From an optimization exercise on the open Yosys and OpenROAD flow, aimed at small area; shortcuts taken in it are not production practice.
Where RTL was checked, it was by simulation tests only, not by an equivalence proof against the original.
No driver is modelled on the clock port, so clocking that relies on it looks cheaper here than on a real chip.
Power figures rest on the tool's default switching activity, not on a simulated workload.

==> module comparsion_unit, before the edit <==
module comparsion_unit #(parameter P = 0)
(
  input wire [16:0]  diff,
  input wire         comp_enable,
  input wire [1:0]   alu_fun,
  output wire [15:0] comp_out);
wire lt = diff[16] ^ P[0];
wire eq = P ? &diff[15:0] : ~|diff[15:0];
wire gt = ~lt & ~eq;
assign comp_out = {15'b0, comp_enable & (alu_fun == 2'b01 ? eq :
                                         alu_fun == 2'b10 ? gt :
                                         alu_fun == 2'b11 ? lt : 1'b0)};
endmodule
==> flow/config.mk <==
export PLATFORM = sky130hd
export DESIGN_NAME = TOP_VIEW
export DESIGN_NICKNAME = TOP_VIEW
export VERILOG_FILES = /design/flow/design.v
export SDC_FILE = /design/flow/constraint.sdc
export NUM_CORES = 4
export LEC_CHECK = 0
export CAP_MARGIN = 5
export CORE_MARGIN = 2
export CORE_UTILIZATION = 50
export CTS_BUF_LIST = sky130_fd_sc_hd__clkbuf_8
export PLACE_DENSITY = 0.7
export SLEW_MARGIN = 5
==> flow/constraint.sdc <==
create_clock -name core_clock -period 36.0 [get_ports {clk}]
set_input_delay 7.2000 -clock core_clock [delete_from_list [all_inputs] [get_ports {clk}]]
set_output_delay 7.2000 -clock core_clock [all_outputs]
set_load 0.01 [all_outputs]
standard.sh (not shown) runs the stock make flow with config.mk's settings and CLKGATE_MAP_FILE= SYNTH_SCRIPT=/design/flow/synth_recipe.tcl, a recipe that flattens the netlist after the stock synthesis.
==> flow/flow/run.sh <==
#!/bin/bash
# Layout flow: the standard flow (standard.sh) with these changes.
#  - Synthesis is the standard flow's synthesis script, except that ABC maps the logic
#    with the area-oriented script flow/abc_area.script instead of ORFS's
#    default.  ABC does not touch registers, so they are the same as in the
#    standard synthesis.
#  - The array's cells (modules ALU_CELL*, ALU_SEL*) keep their hierarchy
#    through ABC, so each is mapped on its own; the standard flow's synthesis script
#    flattens the netlist before the layout as usual.
#  - After synthesis, flow/fa_pins.py reconnects full adders whose ripple
#    carry came in at A or B so that it comes in at CIN, the fastest input
#    (a full adder's function is symmetric in its inputs).
#  - Port buffers are sky130_fd_sc_hd__buf_1; the resizer still sizes them
#    up where timing or slew needs it.
#  - After clock tree synthesis, flow/post_cts.tcl downsizes gates with
#    timing slack to spare (power recovery) and repairs slew again.
# Each tool's output goes to a log file in this folder.
set -euo pipefail
HERE=$(pwd)
FLOWDIR=$HERE/flow

# ORFS's synth.tcl with the abc call replaced
sed 's#^\(\s*\)log_cmd abc {\*}$abc_args$#\1log_cmd abc -script '"$FLOWDIR"'/abc_area.script {*}$lib_args {*}$lib_dont_use_args#' \
  "$FLOW_HOME/scripts/synth.tcl" > "$HERE/synth_area.tcl"
grep -q "abc_area.script {\*}\$lib_args" "$HERE/synth_area.tcl"

# The standard flow's synthesis script, sourcing that copy
sed 's#^source \$::env(SCRIPTS_DIR)/synth.tcl$#source '"$HERE"'/synth_area.tcl#' \
  "$HERE/synth_recipe.tcl" > "$HERE/synth_recipe_area.tcl"
grep -q "synth_area.tcl" "$HERE/synth_recipe_area.tcl"

# standard.sh, using that synthesis script
sed 's#SYNTH_SCRIPT=[^ ]*synth_recipe.tcl#SYNTH_SCRIPT='"$HERE"'/synth_recipe_area.tcl#' \
  "$HERE/standard.sh" > "$HERE/standard_area.sh"
grep -q "synth_recipe_area.tcl" "$HERE/standard_area.sh"

# the modules named ALU_CELL* and ALU_SEL* in the design
export SYNTH_KEEP_MODULES="$(sed -n 's/^\s*module\s\+\(ALU_\(CELL\|SEL\)\w*\).*/\1/p' "$FLOW_DESIGN" | sort -u | tr '\n' ' ')"
echo "SYNTH_KEEP_MODULES=$SYNTH_KEEP_MODULES" > "$HERE/keep_modules.log"
export BUFFER_PORTS_ARGS="-buffer_cell sky130_fd_sc_hd__buf_1"
export POST_CTS_TCL="$FLOWDIR/post_cts.tcl"

RESULTS=$HERE/orfs/results/$FLOW_PLATFORM/TOP_VIEW/base
bash "$HERE/standard_area.sh" "$RESULTS/1_2_yosys.v" > "$HERE/flow_synth.log" 2>&1
python3 "$FLOWDIR/fa_pins.py" "$RESULTS/1_2_yosys.v" > "$HERE/fa_pins.log" 2>&1
bash "$HERE/standard_area.sh" > "$HERE/flow.log" 2>&1
Other scripts of this flow, unchanged in this note and not shown: flow/flow/abc_area.script, flow/flow/fa_pins.py, flow/flow/post_cts.tcl
Change:
--- a/flow/design.v
+++ b/flow/design.v
@@ -135,13 +135,22 @@
   input wire         comp_enable,
   input wire [1:0]   alu_fun,
   output wire [15:0] comp_out);
 wire lt = diff[16] ^ P[0];
-wire eq = P ? &diff[15:0] : ~|diff[15:0];
+wire [15:0] z = P ? ~diff[15:0] : diff[15:0];    
+wire eq;
+ALU_SEL_EQ U_eq(.lo_zero(~|z[11:0]), .z(z[15:12]), .eq(eq));
 wire gt = ~lt & ~eq;
 assign comp_out = {15'b0, comp_enable & (alu_fun == 2'b01 ? eq :
                                          alu_fun == 2'b10 ? gt :
                                          alu_fun == 2'b11 ? lt : 1'b0)};
+endmodule
+module ALU_SEL_EQ
+(
+  input wire       lo_zero,
+  input wire [3:0] z,
+  output wire      eq);
+assign eq = lo_zero & ~|z;
 endmodule
 module shift_unit
 (
   input wire [15:0]  A,B,
Result: The new run produced a clean layout. Global-route usage falls by 0.32 points. Cell area rises by 1.3%. Count of clock-buffer cells in the layout does not change. Power rises by 1.6%. Sequential power falls by about 0.8%. Routed wire length stays flat. Area after synthesis hardly moves.
No functional check of the RTL was part of the second run of this note.

---

TOP_VIEW, a different RTL version from the one above (not shown whole).
Size: ~890 cells after synthesis, roughly 110 I/O pins, about 7600 µm² of cells after synthesis.
==> flow/design.v (excerpt) <==
module TOP_VIEW#(parameter alu_width =16)
(
  input wire [alu_width-1:0]    A,B,
  input wire                    clk,rst,
  input wire [3:0]              alu_fun,
  output wire                   arith_flag,carry_out,logic_flag,comp_flag,shift_flag,
  output wire [alu_width-1:0]   arith_out,logic_out,comp_out,shift_out
  );
==> module ARITHMATIC_UNIT, before the edit <==
module ARITHMATIC_UNIT #(parameter KH = 15, parameter KL = 0, parameter P_TOP = 0)
(
  input wire [15:0]  A,B,
  input wire         mul, div, add,    
  input wire [15-KH:0] r_in,    
  output wire [16-KL:0] r_out,  
  output wire [KH:KL] sel);     
wire [15:0] mb = B & {16{mul}};          
wire [15:0] nbd = ~B & {16{~mul}};       
wire [16:0] hz;
assign hz[16] = 1'b1;
genvar k, i;
generate
  for (i = 15; i >= 0; i = i - 1) begin : g_hz
    assign hz[i] = hz[i+1] & ~B[i];
  end
endgenerate
generate
  for (k = KH; k >= KL; k = k - 1) begin : g_stage
    localparam W = 17 - k;
    localparam P = (P_TOP + KH - k) % 2;
    wire [W-1:0] x;        
    wire [W-1:0] r;        
    wire [W-1:0] c;        
    wire lsb = (A[k] & ~mul) ^ P;
    if (k == KH) begin : g_x0
      if (W > 1) begin : g_w
        assign x = {r_in[W-2:0], lsb};
      end else begin : g_w1
        assign x = lsb;
      end
    end else begin : g_x
      assign x = {g_stage[k+1].r[W-2:0], lsb};
    end
    if (k > 0) begin : g_mid
      wire nsel;
      for (i = 0; i < W-1; i = i + 1) begin : g_bit
        if (P == 0) begin : g_p
          ALU_CELL_P U_cell(
            .x(x[i]), .c(i == 0 ? ~mul : c[i-1]),
            .a(A[i]), .mb(mb[k]), .nb(nbd[i]), .sel(sel[k]), .nsel(nsel),
            .co(c[i]), .r(r[i]));
        end else begin : g_n
          ALU_CELL_N U_cell(
            .x(x[i]), .c(i == 0 ? mul : c[i-1]),
            .a(A[i]), .mb(mb[k]), .nb(nbd[i]), .sel(sel[k]), .nsel(nsel),
            .co(c[i]), .r(r[i]));
        end
      end
      wire st = x[W-1] ^ ((A[W-1] & mb[k]) ^ P[0]) ^ c[W-2];
      if (P == 0) begin : g_p0
        assign r[W-1] = ~(sel[k] & st);
      end else begin : g_p1
        assign r[W-1] = sel[k] & ~st;
      end
      wire dv = div & hz[16-k];
      if (P == 0) begin : g_sp
        ALU_SEL_P U_sel(.c(c[W-2]), .dv(dv), .dv2(dv), .mul(mul), .mul2(mul),
          .sel(sel[k]), .nsel(nsel));
      end else begin : g_sn
        ALU_SEL_N U_sel(.cn(c[W-2]), .dv(dv), .dv2(dv), .mul(mul), .mul2(mul),
          .sel(sel[k]), .nsel(nsel));
      end
    end else begin : g_last
      wire sub = ~mul & ~add;
      wire [15:0] nb0 = (B ^ {16{sub}}) & {16{~mul}};
      for (i = 0; i < W-1; i = i + 1) begin : g_bit
        ALU_CELL0_N U_cell(
          .x(x[i]), .c(i == 0 ? ~sub : c[i-1]),
          .a(A[i]), .mb(mb[k]), .nb(nb0[i]),
          .co(c[i]), .s(r[i]));
      end
      assign r[W-1] = x[W-1] ^ (sub ^ P[0]) ^ c[W-2];
      assign sel[0] = c[W-2] ^ P[0];    
    end
  end
endgenerate
assign r_out = g_stage[KL].r;
endmodule
clock: 36.0 ns
lec_check: 0
cap_margin: 5
core_margin: 2
core_utilization: 40
cts_buf_list: sky130_fd_sc_hd__clkbuf_8
slew_margin: 5
==> flow/flow/run.sh <==
#!/bin/bash
# Layout flow: the standard flow (standard.sh), with these changes.
#  - Synthesis is the standard flow's synthesis script, except that ABC maps the logic
#    with the area-oriented script in flow/abc_area.script instead of
#    ORFS's default.  Registers are untouched by ABC, so they are the same
#    as in the standard synthesis.
#  - The array's cells (modules ALU_CELL*, ALU_SEL*) keep their hierarchy
#    through ABC, so each is mapped on its own; the netlist is flattened
#    before the layout as usual.
#  - After synthesis, flow/fa_pins.py reconnects full adders whose ripple
#    carry came in at A or B so that it comes in at CIN, the fastest input
#    (the full adder's function is symmetric in its inputs).
#  - Port buffers are sky130_fd_sc_hd__buf_1; the resizer still sizes them
#    up where timing or slew needs it.
# Each tool's output goes to a log file in this folder.
set -euo pipefail
HERE=$(pwd)
FLOWDIR=$HERE/flow

# ORFS's synth.tcl with the abc call replaced
sed 's#^\(\s*\)log_cmd abc {\*}$abc_args$#\1log_cmd abc -script '"$FLOWDIR"'/abc_area.script {*}$lib_args {*}$lib_dont_use_args#' \
  "$FLOW_HOME/scripts/synth.tcl" > "$HERE/synth_area.tcl"
grep -q "abc_area.script {\*}\$lib_args" "$HERE/synth_area.tcl"

# The standard flow's synthesis script, sourcing that copy
sed 's#^source \$::env(SCRIPTS_DIR)/synth.tcl$#source '"$HERE"'/synth_area.tcl#' \
  "$HERE/synth_recipe.tcl" > "$HERE/synth_recipe_area.tcl"
grep -q "synth_area.tcl" "$HERE/synth_recipe_area.tcl"

# standard.sh, using that synthesis script
sed 's#SYNTH_SCRIPT=[^ ]*synth_recipe.tcl#SYNTH_SCRIPT='"$HERE"'/synth_recipe_area.tcl#' \
  "$HERE/standard.sh" > "$HERE/standard_area.sh"
grep -q "synth_recipe_area.tcl" "$HERE/standard_area.sh"

export BUFFER_PORTS_ARGS="-buffer_cell sky130_fd_sc_hd__buf_1"
# the modules named ALU_CELL* and ALU_SEL* in the design
export SYNTH_KEEP_MODULES="$(sed -n 's/^\s*module\s\+\(ALU_\(CELL\|SEL\)\w*\).*/\1/p' "$FLOW_DESIGN" | sort -u | tr '\n' ' ')"
echo "SYNTH_KEEP_MODULES=$SYNTH_KEEP_MODULES" > "$HERE/keep_modules.log"
RESULTS=$HERE/orfs/results/$FLOW_PLATFORM/TOP_VIEW/base
bash "$HERE/standard_area.sh" "$RESULTS/1_2_yosys.v" > "$HERE/flow_synth.log" 2>&1
python3 "$FLOWDIR/fa_pins.py" "$RESULTS/1_2_yosys.v" > "$HERE/fa_pins.log" 2>&1
bash "$HERE/standard_area.sh" > "$HERE/flow.log" 2>&1
Other scripts of this flow, unchanged in this note and not shown: flow/flow/abc_area.script, flow/flow/fa_pins.py
Then changed:
--- a/flow/design.v
+++ b/flow/design.v
@@ -13,9 +13,9 @@
   input wire [15-KH:0] r_in,    
   output wire [16-KL:0] r_out,  
   output wire [KH:KL] sel);     
 wire [15:0] mb = B & {16{mul}};          
-wire [15:0] nbd = ~B & {16{~mul}};       
+wire [15:0] nbd = ~B & {16{div}};        
 wire [16:0] hz;
 assign hz[16] = 1'b1;
 genvar k, i;
 generate
@@ -44,24 +44,19 @@
       wire nsel;
       for (i = 0; i < W-1; i = i + 1) begin : g_bit
         if (P == 0) begin : g_p
           ALU_CELL_P U_cell(
-            .x(x[i]), .c(i == 0 ? ~mul : c[i-1]),
+            .x(x[i]), .c(i == 0 ? div : c[i-1]),
             .a(A[i]), .mb(mb[k]), .nb(nbd[i]), .sel(sel[k]), .nsel(nsel),
             .co(c[i]), .r(r[i]));
         end else begin : g_n
           ALU_CELL_N U_cell(
-            .x(x[i]), .c(i == 0 ? mul : c[i-1]),
+            .x(x[i]), .c(i == 0 ? ~div : c[i-1]),
             .a(A[i]), .mb(mb[k]), .nb(nbd[i]), .sel(sel[k]), .nsel(nsel),
             .co(c[i]), .r(r[i]));
         end
       end
-      wire st = x[W-1] ^ ((A[W-1] & mb[k]) ^ P[0]) ^ c[W-2];
-      if (P == 0) begin : g_p0
-        assign r[W-1] = ~(sel[k] & st);
-      end else begin : g_p1
-        assign r[W-1] = sel[k] & ~st;
-      end
+      assign r[W-1] = ~(x[W-1] ^ ((A[W-1] & mb[k]) ^ P[0]) ^ c[W-2]);
       wire dv = div & hz[16-k];
       if (P == 0) begin : g_sp
         ALU_SEL_P U_sel(.c(c[W-2]), .dv(dv), .dv2(dv), .mul(mul), .mul2(mul),
           .sel(sel[k]), .nsel(nsel));
What happened: Design area came out higher by 1.2%. Total power came out lower by 18%. Die area came out lower by 0.53%. Clock power came out higher by 13%. Synthesized cell count came out lower by 1.1%. Setup slack improved by 70 ps. Core utilization came out higher by 0.75 points. Final cell count came out higher by 0.47%. Count of clock-buffer cells in the layout stays the same. Via count came out lower by 1.9%. Worst hold slack got worse by 10 ps.
The RTL of the second run of this note was laid out without a check of its function.

[static timing again, ports no longer ideal]
In the flow no input, the clock included, has a driving cell. The finished layouts below were timed again as built, in two steps.
Step 1 sets driving cells, clkbuf_16 on the clock port and buf_2 on the other inputs (assumed; they add their load-dependent delay and slew).
Step 2 times the ports against the registers' clock, not the clock port: input delays grow and output delays shrink by t, the midpoint of the rising clock arrivals with the driver on.
a / b / c = ideal ports / drivers / drivers and shift; a / b = the first two.
run	t, ns	slack for setup (ns)	worst hold slack (ns)	worst setup path after step 2	pins driven straight from the clock port
the first run of note 1	0.337	0.770 / 0.738 / 0.758	6.694 / 6.684 / 7.021	input to register	1
the second run of note 1	0.342	0.682 / 0.650 / 0.732	6.678 / 6.667 / 7.009	input to register	1
the first run of note 2	0.359	0.687 / 0.645 / 0.850	6.709 / 6.691 / 7.050	input to register	1
the second run of note 2	0.336	0.758 / 0.728 / 0.907	6.698 / 6.699 / 7.035	input to register	1
After both steps every run listed still meets setup and hold. The setup slack of the first run of note 1, which loses most, moves by -0.032 ns with the drivers and by -0.012 ns with both steps.
